From an optimization exercise on the open Yosys and OpenROAD flow, aimed at small area and a short achievable clock period; shortcuts taken in it are not production practice.
The RTL was checked by simulation tests, not by an equivalence proof against the original design.
No driver is modelled on the clock port, so clock power and skew are understated where the tree is cut down; a real chip needs a root buffer or a tree.
Power is estimated from default activity; no workload was simulated.

==> flow/design.v <==
`timescale 1ns / 1ps
module alu128_top(
    input  logic         clk,
    input  logic [127:0] op1,
    input  logic [127:0] op2,
    input  logic [2:0]   opsel,
    input  logic         mode,
    output logic [127:0] result
    );
    logic [127:0] op1_q;
    logic [127:0] op2_q;
    logic [2:0]   opsel_q;
    logic         mode_q;
    logic [127:0] result_d;
    always_ff @(posedge clk) begin
        op1_q   <= op1;
        op2_q   <= op2;
        opsel_q <= opsel;
        mode_q  <= mode;
        result  <= result_d;
    end
    midterm128bit ALU (
        .op1(op1_q),
        .op2(op2_q),
        .opsel(opsel_q),
        .mode(mode_q),
        .result(result_d)
    );
endmodule

module complementer(input A, output Y);
    assign Y = ~A;
endmodule
module mux2to1(input logic A, input logic B, input logic sel, output Y);
    assign Y = sel ? B : A;
endmodule
module fulladder(input logic thing_a, thing_b, thing_cin, output logic arith_result, arith_Cout);
    assign arith_result = thing_a ^ thing_b ^ thing_cin;
    assign arith_Cout = (thing_a & thing_b) | (thing_cin & (thing_a ^ thing_b));
endmodule
module alu_mux2i(input logic s, input logic a0, input logic a1, output logic y);
    assign y = ~(s ? a1 : a0);
endmodule
module alu_xnor2(input logic a, input logic b, output logic y);
    assign y = ~(a ^ b);
endmodule
module alu_nand2(input logic a, input logic b, output logic y);
    assign y = ~(a & b);
endmodule
module alu_nor2(input logic a, input logic b, output logic y);
    assign y = ~(a | b);
endmodule
module alu_o22ai(input logic a1, input logic a2, input logic b1, input logic b2, output logic y);
    assign y = ~((a1 | a2) & (b1 | b2));
endmodule
module midterm1bit(
    input  logic a, b, cin, y0n, y1n, kp, kpn, kgn, kc,
    output logic r, cout, pk, gn
    );
    logic y, pn, x, u, vn;
    alu_mux2i ys(.s(b), .a0(y0n), .a1(y1n), .y(y));           
    alu_xnor2 pp(.a(a), .b(y), .y(pn));                        
    alu_nand2 gg(.a(a), .b(y), .y(gn));                        
    alu_nor2  pq(.a(pn), .b(kpn), .y(pk));                     
    alu_nand2 cx(.a(pk), .b(cin), .y(x));                      
    alu_nand2 co(.a(x), .b(gn), .y(cout));                     
    alu_o22ai uu(.a1(pn), .a2(kpn), .b1(gn), .b2(kgn), .y(u));  
    alu_nand2 vv(.a(cin), .b(kc), .y(vn));                     
    alu_xnor2 rs(.a(u), .b(vn), .y(r));                        
endmodule
module alu_carry(input logic pk, input logic gn, input logic c, output logic cout);
    logic x;
    alu_nand2 cx(.a(pk), .b(c), .y(x));
    alu_nand2 co(.a(x), .b(gn), .y(cout));
endmodule
module alu_inv(input logic a, output logic y);
    assign y = ~a;
endmodule
module alu_skip(input logic z, input logic allp, input logic c, output logic cout);
    assign cout = z | (allp & c);
endmodule
module alu_and_reduce #(parameter int N = 2) (input logic [N-1:0] a, output logic y);
    assign y = &a;
endmodule
module alu_ctrl(
    input  logic [2:0] opsel,
    input  logic       mode,
    output logic       y0n, y1n, cin, kp, kpn, kgn, kc
    );
    logic kg;
    always_comb begin
        kp = 1'b1; kg = 1'b0; kc = 1'b1; cin = 1'b0;
        y0n = 1'b1; y1n = 1'b0;
        if (!mode) begin
            case (opsel)
                3'b001: begin y0n = 1'b0; y1n = 1'b1; end                     
                3'b011: begin y0n = 1'b0; y1n = 1'b1; cin = 1'b1; end         
                3'b010, 3'b100: begin y0n = 1'b1; y1n = 1'b1; end             
                3'b101: begin y0n = 1'b0; y1n = 1'b0; end                     
                default: ;                                                     
            endcase
        end else begin
            kc = 1'b0;
            case (opsel)
                3'b000: begin kp = 1'b0; kg = 1'b1; end                       
                3'b001: kg = 1'b1;                                             
                3'b010: ;                                                      
                3'b011: begin y0n = 1'b0; y1n = 1'b0; end                     
                default: begin kp = 1'b0; kc = 1'b1; y0n = 1'b0; y1n = 1'b0; end  
            endcase
        end
    end
    assign kpn = ~kp;
    assign kgn = ~kg;
endmodule
module midterm128bit(
    input  logic [127:0] op1,
    input  logic [127:0] op2,
    input  logic [2:0]   opsel,
    input  logic         mode,
    output logic [127:0] result
    );
    localparam int NF = 16;
    logic [1:0] y0n, y1n, cin, kp, kpn, kgn, kc;
    for (genvar j = 0; j < 2; j++) begin : ctl
        alu_ctrl C(.opsel(opsel), .mode(mode), .y0n(y0n[j]), .y1n(y1n[j]), .cin(cin[j]),
                   .kp(kp[j]), .kpn(kpn[j]), .kgn(kgn[j]), .kc(kc[j]));
    end
    localparam int SK = 50, SE = 78;
    logic [128:0] c;    
    logic [127:0] pk, gn;
    logic allp, cs;
    assign c[0] = cin[0];
    genvar i;
    for (i = 0; i < 128; i++) begin : bit_
        logic ci;
        if (i == SE) begin : sk
            assign ci = cs;
        end else begin : rp
            assign ci = c[i];
        end
        localparam int H = (i < NF) ? 0 : 1;
        midterm1bit M(
            .a(op1[i]), .b(op2[i]), .cin(ci), .y0n(y0n[H]), .y1n(y1n[H]),
            .kp(kp[H]), .kpn(kpn[H]), .kgn(kgn[H]), .kc(kc[H]), .r(result[i]), .cout(c[i+1]),
            .pk(pk[i]), .gn(gn[i]));
    end
    logic [SE:SK+1] z;
    alu_inv z0(.a(gn[SK]), .y(z[SK+1]));
    for (i = SK + 1; i < SE; i++) begin : zc
        alu_carry zk(.pk(pk[i]), .gn(gn[i]), .c(z[i]), .cout(z[i+1]));
    end
    alu_and_reduce #(.N(SE - SK)) ap(.a(pk[SE-1:SK]), .y(allp));
    alu_skip sk(.z(z[SE]), .allp(allp), .c(c[SK]), .cout(cs));
endmodule
export LEC_CHECK = 0
export CAP_MARGIN = 20
export CORE_MARGIN = 2
export CORE_UTILIZATION = 60
export PLACE_DENSITY = 0.7
export SLEW_MARGIN = 20
export SYNTH_HIERARCHICAL = 1
create_clock -name core_clock -period 80.0 [get_ports {clk}]
standard.sh (not shown) runs the stock make flow with config.mk's settings and CLKGATE_MAP_FILE= SYNTH_SCRIPT=/design/flow/synth_recipe.tcl, a recipe that flattens the netlist after the stock synthesis.
==> flow/flow/run.sh <==
#!/bin/bash
# Layout flow: the standard ORFS flow (standard.sh) with
#  - logic cells that synthesis sized up set back to drive strength 1 after
#    floorplanning (repair_design buffers what needs it);
#  - the I/O port buffers made the smallest buffer, sky130_fd_sc_hd__buf_1;
#  - a clock tree of larger clusters and without dummy loads;
#  - after clock tree synthesis, the tree's root buffer taken out when it
#    drives only a few clock buffers, so that the clock port drives them.
set -euo pipefail
cd "$(dirname "$0")/.."
export POST_FLOORPLAN_TCL="$PWD/flow/downsize.tcl"
export BUFFER_PORTS_ARGS="-buffer_cell sky130_fd_sc_hd__buf_1"
export CTS_ARGS="-sink_clustering_enable -repair_clock_nets -dont_use_dummy_load -sink_clustering_size 32 -sink_clustering_max_diameter 80"
export POST_CTS_TCL="$PWD/flow/clock_root.tcl"
bash standard.sh > orfs_make.log 2>&1
==> flow/flow/clock_root.tcl <==
proc remove_clock_root {} {
  set block [ord::get_db_block]
  set clk_net [$block findNet clk]
  set loads {}
  foreach it [$clk_net getITerms] {
    if {[$it isInputSignal]} { lappend loads [$it getInst] }
  }
  if {[llength $loads] != 1} { puts "remove_clock_root: clock port has [llength $loads] loads, left as is"; return }
  set root [lindex $loads 0]
  if {![string match "*clkbuf*" [[$root getMaster] getName]]} { return }
  set rnet [[$root findITerm X] getNet]
  set below {}
  foreach it [$rnet getITerms] {
    if {[$it isInputSignal]} { lappend below $it }
  }
  if {[llength $below] > 4} { puts "remove_clock_root: root drives [llength $below] cells, left as is"; return }
  foreach it $below {
    if {![string match "*clkbuf*" [[[$it getInst] getMaster] getName]]} { puts "remove_clock_root: root drives a non-buffer, left as is"; return }
  }
  foreach it $below { $it disconnect; $it connect $clk_net }
  [$root findITerm A] disconnect
  [$root findITerm X] disconnect
  odb::dbInst_destroy $root
  odb::dbNet_destroy $rnet
  puts "remove_clock_root: clock port now drives [llength $below] clock buffers"
}
remove_clock_root
==> flow/flow/downsize.tcl <==
# Logic cells that synthesis sized up (drive strength 2 or more) go back to
# drive strength 1; repair_design buffers any net that then needs it.
proc downsize_logic {} {
  set db [ord::get_db]
  set block [ord::get_db_block]
  set n 0
  foreach inst [$block getInsts] {
    set m [[$inst getMaster] getName]
    if {![regexp {^(sky130_fd_sc_hd__(a|o|nand|nor|and|or|xor|xnor|mux|inv|maj)[0-9a-z]*)_([2-9]|1[0-9])$} $m -> base]} { continue }
    if {[regexp {dfxtp|clkbuf|buf_|dly} $m]} { continue }
    set small [$db findMaster ${base}_1]
    if {$small eq "NULL"} { continue }
    $inst swapMaster $small
    incr n
  }
  puts "downsize_logic: $n cells set to drive strength 1"
}
downsize_logic
The baseline finished with timing, DRC and antenna clean.
==> next run, changes <==
--- a/flow/flow/run.sh
+++ b/flow/flow/run.sh
@@ -3,2 +2,0 @@
-#  - logic cells that synthesis sized up set back to drive strength 1 after
-#    floorplanning (repair_design buffers what needs it);
@@ -11 +8,0 @@
-export POST_FLOORPLAN_TCL="$PWD/flow/downsize.tcl"
@@ -13 +10 @@
-export CTS_ARGS="-sink_clustering_enable -repair_clock_nets -dont_use_dummy_load -sink_clustering_size 32 -sink_clustering_max_diameter 80"
+export CTS_ARGS="-sink_clustering_enable -repair_clock_nets -dont_use_dummy_load -sink_clustering_size 36 -sink_clustering_max_diameter 60"
- CORE_UTILIZATION: 60 -> 72
- PLACE_DENSITY: 0.7 -> 0.8
removed: flow/flow/downsize.tcl
First-iteration DRC count went up by about a fifth.
Global-route usage grows by 7.5 points.
Cell area went up slightly.
Wire length went up by a few percent.
Critical path depth is unchanged.
Total power grows by a few percent.
Non-clock buffer count went down by 1.
Setup slack improved by 0.034 ns.
==> next run, changes <==
==> flow/flow/run.sh (replaced) <==
#!/bin/bash
# Layout flow: the standard ORFS flow (standard.sh) with the I/O port
# buffers made the smallest buffer, sky130_fd_sc_hd__buf_1, and a clock tree
# without dummy loads.
set -euo pipefail
cd "$(dirname "$0")/.."
export BUFFER_PORTS_ARGS="-buffer_cell sky130_fd_sc_hd__buf_1"
export CTS_ARGS="-sink_clustering_enable -repair_clock_nets -dont_use_dummy_load -sink_clustering_size 32 -sink_clustering_max_diameter 80"
bash standard.sh > orfs_make.log 2>&1
- CORE_UTILIZATION: 72 -> 40
- PLACE_DENSITY: 0.8 -> unset
removed: flow/flow/clock_root.tcl
Effect:
- global-route usage goes down by 15 points
- wire length goes down by about 0.75%
- cell count goes up by 8.8%
- critical path depth does not change
==> next run, changes <==
--- a/flow/flow/run.sh
+++ b/flow/flow/run.sh
@@ -2,3 +2,5 @@
-# Layout flow: the standard ORFS flow (standard.sh) with the I/O port
-# buffers made the smallest buffer, sky130_fd_sc_hd__buf_1, and a clock tree
-# without dummy loads.
+# Layout flow: the standard ORFS flow (standard.sh) with
+#  - the I/O port buffers made the smallest buffer, sky130_fd_sc_hd__buf_1;
+#  - a clock tree of larger clusters and without dummy loads;
+#  - after clock tree synthesis, the tree's root buffer taken out when it
+#    drives only a few clock buffers, so that the clock port drives them.
@@ -8,0 +11 @@
+export POST_CTS_TCL="$PWD/flow/clock_root.tcl"
==> flow/flow/clock_root.tcl (new file) <==
proc remove_clock_root {} {
  set block [ord::get_db_block]
  set clk_net [$block findNet clk]
  set loads {}
  foreach it [$clk_net getITerms] {
    if {[$it isInputSignal]} { lappend loads [$it getInst] }
  }
  if {[llength $loads] != 1} { puts "remove_clock_root: clock port has [llength $loads] loads, left as is"; return }
  set root [lindex $loads 0]
  if {![string match "*clkbuf*" [[$root getMaster] getName]]} { return }
  set rnet [[$root findITerm X] getNet]
  set below {}
  foreach it [$rnet getITerms] {
    if {[$it isInputSignal]} { lappend below $it }
  }
  if {[llength $below] > 4} { puts "remove_clock_root: root drives [llength $below] cells, left as is"; return }
  foreach it $below {
    if {![string match "*clkbuf*" [[[$it getInst] getMaster] getName]]} { puts "remove_clock_root: root drives a non-buffer, left as is"; return }
  }
  foreach it $below { $it disconnect; $it connect $clk_net }
  [$root findITerm A] disconnect
  [$root findITerm X] disconnect
  odb::dbInst_destroy $root
  odb::dbNet_destroy $rnet
  puts "remove_clock_root: clock port now drives [llength $below] clock buffers"
}
remove_clock_root
- CORE_ASPECT_RATIO: unset -> 0.5
- CORE_UTILIZATION: 40 -> 60
- PLACE_DENSITY: unset -> 0.7
The changed run produced a clean layout.
Combinational power is about the same.
Global-route usage grows by 8.0 points.
Worst setup slack improved by 0.13 ns.
Non-clock buffer count grows by 3.
Power shrinks by a few percent.
Cell area shrinks slightly.
Sequential power is about the same.
Clock-buffer cell count shrinks by 7.
Routed wire length shrinks by a few percent.
==> next run, changes <==
==> flow/flow/run.sh (replaced) <==
#!/bin/bash
# Layout flow: the standard ORFS flow (standard.sh) with the I/O port
# buffers made the smallest buffer, sky130_fd_sc_hd__buf_1, and a clock tree
# without dummy loads.
set -euo pipefail
cd "$(dirname "$0")/.."
export BUFFER_PORTS_ARGS="-buffer_cell sky130_fd_sc_hd__buf_1"
export CTS_ARGS="-sink_clustering_enable -repair_clock_nets -dont_use_dummy_load -sink_clustering_size 36 -sink_clustering_max_diameter 70"
bash standard.sh > orfs_make.log 2>&1
- CORE_ASPECT_RATIO: 0.5 -> unset
- CORE_UTILIZATION: 60 -> 40
- PLACE_DENSITY: 0.7 -> unset
removed: flow/flow/clock_root.tcl
Power came out higher by a few percent.
Setup slack loses 0.13 ns.
Wire length increases slightly.
Area after synthesis does not change.
First-iteration DRC count shrinks by well over a third.
Worst hold slack got worse by 0.035 ns.
Via count is lower by a few percent.
Clock skew came out lower by 0.0067 ns.
Cell count increases by a few percent.
Die area rose by well over a third.
Sequential power hardly moves.

## separate check: timing with driven ports
In the flow no input, the clock included, has a driving cell. The finished layouts below were timed again as built, in two steps.
Step 1 (the two cells are an assumption about what drives the block):
set clk [get_ports {clk}]
set_driving_cell -lib_cell sky130_fd_sc_hd__clkbuf_16 $clk
set_driving_cell -lib_cell sky130_fd_sc_hd__buf_2 [delete_from_list [all_inputs] $clk]
Step 2 also shifts input and output timing later by t, the mid clock arrival at the registers, as if the neighbouring blocks saw the same clock.
a / b / c = no drivers / after step 1 / after step 2; a / b = the first two.
run | t, ns | setup slack, ns | clock arrival spread, ns | worst data-port slew with drivers (ns)
the first run | 0.436 | 63.037 / 62.971 / 63.408 | 0.045 / 0.045 | 0.10
the second run | 0.458 | 63.070 / 63.009 / 63.467 | 0.064 / 0.064 | 0.10
the third run | 0.587 | 62.916 / 62.863 / 63.450 | 0.063 / 0.063 | 0.09
the fourth run | 0.424 | 63.049 / 62.980 / 63.404 | 0.079 / 0.078 | 0.10
the fifth run | 0.597 | 62.916 / 62.863 / 63.460 | 0.072 / 0.072 | 0.10
After both steps setup and hold are still met in every run listed.
